Background: an optimization exercise with open tools, aiming at small area. Do not read the settings as production practice.
In this exercise RTL edits were held to simulation tests only and were not proved equivalent to the original.
The flow treats the clock pin as an ideal source. Dropping or thinning the clock tree relies on that and would not hold on a real chip.
Power and IR drop assume default switching activity.

run 1:
==> module pwmblink, before the edit <==
module pwmblink(
    input  logic clk,
    input  logic rst,
    output logic RGB_R,
    output logic RGB_B,
    output logic RGB_G
);
    logic [7:0]  s;
    localparam logic [14:0] POL   = 15'h5555;
    localparam logic [14:0] LSEED = 15'h500e;
    localparam logic [14:0] LLAST = 15'h6faa;
    localparam logic [14:0] LMASK = 15'h2aff;    
    logic [14:0] q;
    wire  [14:0] l = q ^ POL;
    logic [5:0]  t;
    logic        f;
    logic [1:0]  m;    
    wire step  = ((l & LMASK) == (LLAST & LMASK)) & s[0];
    wire tlast = &(t | 6'b000100);    
    logic [7:0] sc;   
    logic [5:0] tc;   
    always_comb begin
        sc[0] = 1'b1;
        for (int i = 1; i < 8; i++) sc[i] = sc[i-1] & s[i-1];
        tc[0] = step;
        for (int i = 1; i < 6; i++) tc[i] = tc[i-1] & t[i-1];
    end
    always_ff @(posedge clk) begin
        if (rst) begin
            s <= 8'd0;
            t <= 6'd0;
            f <= 1'b0;
            m <= 2'd0;
        end else begin
            s <= s ^ sc;
            if (step & tlast) begin
                t <= 6'd0;
                f <= ~f;
                if (f) m <= {m[0], ~(m[1] | m[0])};
            end else begin
                t <= t ^ tc;
            end
        end
        if (rst | step) q <= LSEED ^ POL;
        else            q <= {l[13:0], l[14] ^ l[0] ^ s[0]} ^ POL;
    end
    logic [7:0] d;
    logic [6:0] dc;
    always_comb begin
        d[1:0] = t[3:2];
        dc[0] = 1'b0;
        for (int i = 0; i < 6; i++) begin
            logic b;
            b = (i < 2) ? t[i+4] : 1'b0;
            d[i+2]  = t[i] ^ b ^ dc[i];
            dc[i+1] = (t[i] & b) | (t[i] & dc[i]) | (b & dc[i]);
        end
    end
    logic [8:0] lt;
    always_comb begin
        lt[0] = 1'b0;
        for (int i = 0; i < 8; i++) begin
            logic e;
            e = d[i] ^ f;
            lt[i+1] = (~s[i] & e) | (~s[i] & lt[i]) | (e & lt[i]);
        end
    end
    wire r = lt[8];      
    wire u = ~&s;        
    wire X = f ? r : u;
    wire Y = f ? u : r;
    assign RGB_R = m[0] ? 1'b0 : m[1] ? Y : X;
    assign RGB_G = m[1] ? 1'b0 : m[0] ? X : Y;
    assign RGB_B = m[0] ? Y : m[1] ? X : 1'b0;
endmodule
export LEC_CHECK = 0
export CAP_MARGIN = 20
export CORE_AREA = 2 2 62 62
export DIE_AREA = 0 0 64 64
export GPL_TIMING_DRIVEN = 0
export SLEW_MARGIN = 20
create_clock -name core_clock -period 40.0 [get_ports {clk}]
standard.sh (not shown) runs the stock make flow with config.mk's settings and CLKGATE_MAP_FILE= SYNTH_SCRIPT=/design/flow/synth_recipe.tcl, a recipe that flattens the netlist after the stock synthesis.
==> flow/flow/run.sh <==
#!/bin/bash
# Layout flow: the standard ORFS flow (the standard.sh) with three changes:
#  - synthesis is ORFS's synth through synth_recipe.tcl (so the same registers,
#    -nofsm -noshare, flatten and renames), but without the adder cells and
#    with an area-oriented ABC script: each flow/abc_*.script is tried and the
#    smallest netlist is kept;
#  - the I/O ports get the smallest buffer (buf_1);
#  - the clock "tree" is one inverter pair (flow/one_buf_cts.tcl).
# Each tool's output goes to a log file in this folder.
set -euo pipefail
HERE=$PWD
export ONE_BUF_CELL="sky130_fd_sc_hd__inv_2 sky130_fd_sc_hd__inv_12"

rm -rf "$HERE/myscripts"
cp -r "$FLOW_HOME/scripts" "$HERE/myscripts"
sed -i "s|^log_cmd clock_tree_synthesis .*|source $HERE/flow/one_buf_cts.tcl|" "$HERE/myscripts/cts.tcl"
grep -q one_buf_cts "$HERE/myscripts/cts.tcl"

synth_try() {
  local f=$1 n
  n=$(basename "$f" .script)
  rm -rf "$HERE/sd_$n"
  cp -r "$HERE/myscripts" "$HERE/sd_$n"
  cp "$f" "$HERE/sd_$n/abc_area.script"
  make -C "$FLOW_HOME" DESIGN_CONFIG="$HERE/config.mk" WORK_HOME="$HERE/try_$n" \
    CLKGATE_MAP_FILE= SYNTH_SCRIPT="$HERE/synth_recipe.tcl" \
    SCRIPTS_DIR="$HERE/sd_$n" ABC_AREA=1 ADDER_MAP_FILE= synth \
    > "$HERE/synth_$n.log" 2>&1 || true
}
names=()
running=0
for f in "$HERE"/flow/abc_*.script; do
  names+=("$(basename "$f" .script)")
  synth_try "$f" &
  running=$((running + 1))
  if (( running >= 4 )); then wait -n || true; running=$((running - 1)); fi
done
wait
best=""
best_area=""
for n in "${names[@]}"; do
  rpt="$HERE/try_$n/reports/$FLOW_PLATFORM/pwmblink/base/synth_stat.txt"
  [[ -f "$rpt" && -f "$HERE/try_$n/results/$FLOW_PLATFORM/pwmblink/base/1_synth.odb" ]] || continue
  a=$(awk '/Chip area/ {print $NF}' "$rpt")
  echo "synthesis with $n: area $a" >> "$HERE/synth_choice.log"
  if [[ -z "$best" ]] || awk -v a="$a" -v b="$best_area" 'BEGIN {exit !(a < b)}'; then
    best=$n
    best_area=$a
  fi
done
echo "kept: $best ($best_area)" >> "$HERE/synth_choice.log"
rm -rf "$HERE/orfs"
mv "$HERE/try_$best" "$HERE/orfs"
for n in "${names[@]}"; do rm -rf "$HERE/try_$n" "$HERE/sd_$n"; done

# the rest of the standard flow
bash standard.sh SCRIPTS_DIR="$HERE/myscripts" \
  "BUFFER_PORTS_ARGS=-buffer_cell sky130_fd_sc_hd__buf_1" \
  finish > "$HERE/layout.log" 2>&1
rm -rf "$HERE/myscripts"
Other scripts of this flow, unchanged in this note and not shown: flow/flow/abc_a6.script, flow/flow/abc_c4.script, flow/flow/abc_d5.script, flow/flow/abc_f4.script, flow/flow/abc_g1.script, flow/flow/abc_g2.script, flow/flow/abc_g4.script, flow/flow/one_buf_cts.tcl
Edits applied to the flow inputs when going from run 1 to run 2:
--- a/flow/design.v
+++ b/flow/design.v
@@ -8,7 +8,7 @@
     logic [7:0]  s;
     localparam logic [14:0] POL   = 15'h5555;
-    localparam logic [14:0] LSEED = 15'h500e;
-    localparam logic [14:0] LLAST = 15'h6faa;
-    localparam logic [14:0] LMASK = 15'h2aff;    
+    localparam logic [14:0] LSEED = 15'h62e0;
+    localparam logic [14:0] LLAST = 15'h406c;
+    localparam logic [14:0] LMASK = 15'h47ff;    
     logic [14:0] q;
     wire  [14:0] l = q ^ POL;
@@ -16,5 +16,5 @@
     logic        f;
     logic [1:0]  m;    
-    wire step  = ((l & LMASK) == (LLAST & LMASK)) & s[0];
+    wire step  = ((l & LMASK) == (LLAST & LMASK));
     wire tlast = &(t | 6'b000100);    
     logic [7:0] sc;   
### Flow results
- Run 2 against run 1: leakage power figure lower; cell area after placement saw little to no change.
- Run 2 vs. run 1: power density of the placed cells picked up an extra 2.1%, area after synthesis went up by 0.30%, number of register bits inferred by synthesis held steady.
- Compared with run 1, run 2 shows maximum clock rate higher by about 0.7%.
In every run of this note, the design's own scripts or RTL, not TritonCTS, make the clock network.

-- what the ideal ports hide --
The results above use ideal ports. As a check the final layouts listed here were re-extracted and re-timed, cells and wires unchanged. Step 1 assumes that a clkbuf_16 drives the clock port and a buf_2 every other input. Step 2 moves the port delays by t, midway between the first and last clock arrival at a register: inputs arrive t later, outputs are due t later. That takes back most of the time a late clock gives input paths. a / b / c = ideal ports / drivers / drivers and shift; a / b = the first two.
run	shift t [ns]	setup WS [ns]	worst setup path after step 2	latest minus earliest clock arrival (ns)	worst slew at a driven data input, ns
run 1	0.191	29.525 / 29.499 / 29.690	register to output	0.003 / 0.004	0.03
run 2	0.196	29.600 / 29.573 / 29.769	register to output	0.012 / 0.011	0.03
After both steps every run listed still meets setup and hold.
